This is an optimization exercise on Yosys and OpenROAD, whose aim is small area, a short achievable clock period and few clock cycles, not a production implementation. Only simulation tests tie the RTL to the original design; equivalence was not proved.

## P
==> flow/design.v (excerpt) <==
module fft_core #(
    parameter DATA_WIDTH = 16,
    parameter N = 16
)(
    input  wire clk,
    input  wire reset,
    input  wire start_fft,
    input  wire [N*DATA_WIDTH-1:0] real_in,    
    input  wire [N*DATA_WIDTH-1:0] imag_in,    
    output wire [N*DATA_WIDTH-1:0] real_out,   
    output wire [N*DATA_WIDTH-1:0] imag_out,   
    output reg  fft_done                       
);
Settings: LEC_CHECK=0, CAP_MARGIN=20, CORE_MARGIN=2, CORE_UTILIZATION=55, CTS_BUF_LIST=sky130_fd_sc_hd__clkbuf_8, GPL_TIMING_DRIVEN=0, PLACE_DENSITY=0.7, SETUP_SLACK_MARGIN=0.6, SLEW_MARGIN=20; clock period 7.0 ns.
standard.sh (not shown) runs the stock make flow with config.mk's settings and CLKGATE_MAP_FILE= SYNTH_SCRIPT=/design/flow/synth_recipe.tcl, a recipe that flattens the netlist after the stock synthesis.
==> flow/flow/run.sh <==
#!/bin/bash
set -o pipefail
cp standard.sh standard.sh.txt 2>/dev/null
export BUFFER_PORTS_ARGS="-buffer_cell sky130_fd_sc_hd__buf_1"
bash standard.sh > standard.log 2>&1
Testbench counts of P, summed over its fixed seeds: cycles 2,056.
Input-level comparison between Q and P:
Settings: clearing GPL_TIMING_DRIVEN, which used to be 0; clearing SETUP_SLACK_MARGIN, which used to be 0.6; swapping 55 for 40 in CORE_UTILIZATION; swapping 0.7 for 0.6 in PLACE_DENSITY; clearing CTS_BUF_LIST, which used to be sky130_fd_sc_hd__clkbuf_8.
==> flow/flow/run.sh <==
#!/bin/bash
set -o pipefail
cp standard.sh standard.sh.txt 2>/dev/null
export BUFFER_PORTS_ARGS="-buffer_cell sky130_fd_sc_hd__buf_2"
bash standard.sh > standard.log 2>&1
Notes after the runs:
Every stage of the flow completed for Q, and the final layout passed the timing, design-rule and antenna checks.
Of P and Q, Q shows the lower count of clock-buffer cells in the layout, with P above it.
Summary of Q over P: critical path depth down 3.
From P to Q the numbers moved as follows: number of global-route vias before repair rose by 4,551; die area rose by 37%.
Comparing P and Q, the higher wire length is on Q.
Against P, the final cell area of Q is higher.
Q — vertical die dimension about 17% higher, P as reference


the baseline:
fft_core again, from the RTL that the note above started with.
clock: 7.0 ns
lec_check: 0
cap_margin: 20
core_margin: 2
core_utilization: 55
gpl_timing_driven: 0
place_density: 0.7
setup_slack_margin: 0.2
slew_margin: 20
==> flow/flow/run.sh <==
#!/bin/bash
set -o pipefail
cp standard.sh standard.sh.txt 2>/dev/null
export BUFFER_PORTS_ARGS="-buffer_cell sky130_fd_sc_hd__buf_2"
bash standard.sh > standard.log 2>&1
The baseline ran to completion and came out clean on the timing, design-rule and antenna checks.
Testbench counts of the baseline, summed over its fixed seeds: cycles 2,056.
The inputs of the candidate differ from those of the baseline as listed below.
# the baseline
export LEC_CHECK = 0
export CAP_MARGIN = 20
export CORE_MARGIN = 2
export CORE_UTILIZATION = 55
export GPL_TIMING_DRIVEN = 0
export PLACE_DENSITY = 0.7
export SETUP_SLACK_MARGIN = 0.2
export SLEW_MARGIN = 20
create_clock -name core_clock -period 7.0 [get_ports {clk}]
# the candidate
export LEC_CHECK = 0
export CAP_MARGIN = 20
export CORE_MARGIN = 2
export CORE_UTILIZATION = 55
export CTS_BUF_LIST = sky130_fd_sc_hd__clkbuf_8
export GPL_TIMING_DRIVEN = 0
export PLACE_DENSITY = 0.7
export SETUP_SLACK_MARGIN = 0.2
export SLEW_MARGIN = 20
create_clock -name core_clock -period 7.0 [get_ports {clk}]
==> flow/flow/run.sh <==
#!/bin/bash
set -o pipefail
cp standard.sh standard.sh.txt 2>/dev/null
export BUFFER_PORTS_ARGS="-buffer_cell sky130_fd_sc_hd__buf_1"
bash standard.sh > standard.log 2>&1
--- outcome ---
- Against the baseline, the candidate comes in 2.5 points lower on growth of design area from synthesis to finish.
- Delta(worst hold slack, the candidate - the baseline) < 0
- What the baseline reported for clock tree buffer count of the final layout has to be multiplied by 1.5 to get the figure for the candidate.
- First-iteration DRC count went down by a few percent going from the baseline to the candidate.
- The baseline and the candidate ended up with roughly the same final cell count.
- As of the candidate, final non-filler cell area had fallen by a few percent compared to the baseline.
- Taking the baseline as the reference point, the critical path depth in cells of the candidate falls by 1.

==> re-timing with driven ports <==
The results above use ideal ports. As a check the final layouts listed here were re-extracted and re-timed, cells and wires unchanged.
Step 1 sets driving cells, clkbuf_16 on the clock port and buf_2 on the other inputs (assumed; they add their load-dependent delay and slew).
Step 2 times the ports against the registers' clock, not the clock port: input delays grow and output delays shrink by t, the midpoint of the rising clock arrivals with the driver on.
Slacks: ideal ports / drivers / drivers and shift; pairs: ideal ports / drivers.
run | shift t [ns] | setup slack, ns | worst register clock-pin slew, ns
P | 0.839 | 0.507 / 0.509 / -0.282 | 0.08 / 0.08
Q | 0.781 | 0.063 / -0.021 / -0.411 | 0.08 / 0.08
the baseline | 0.724 | 0.180 / 0.234 / -0.490 | 0.07 / 0.07
the candidate | 0.826 | 0.224 / 0.268 / -0.558 | 0.08 / 0.08
Met with ideal ports but missed after step 2: setup timing in every run listed. For P, which loses most, drivers alone change the setup slack by +0.002 ns; drivers and shift together by -0.789 ns.
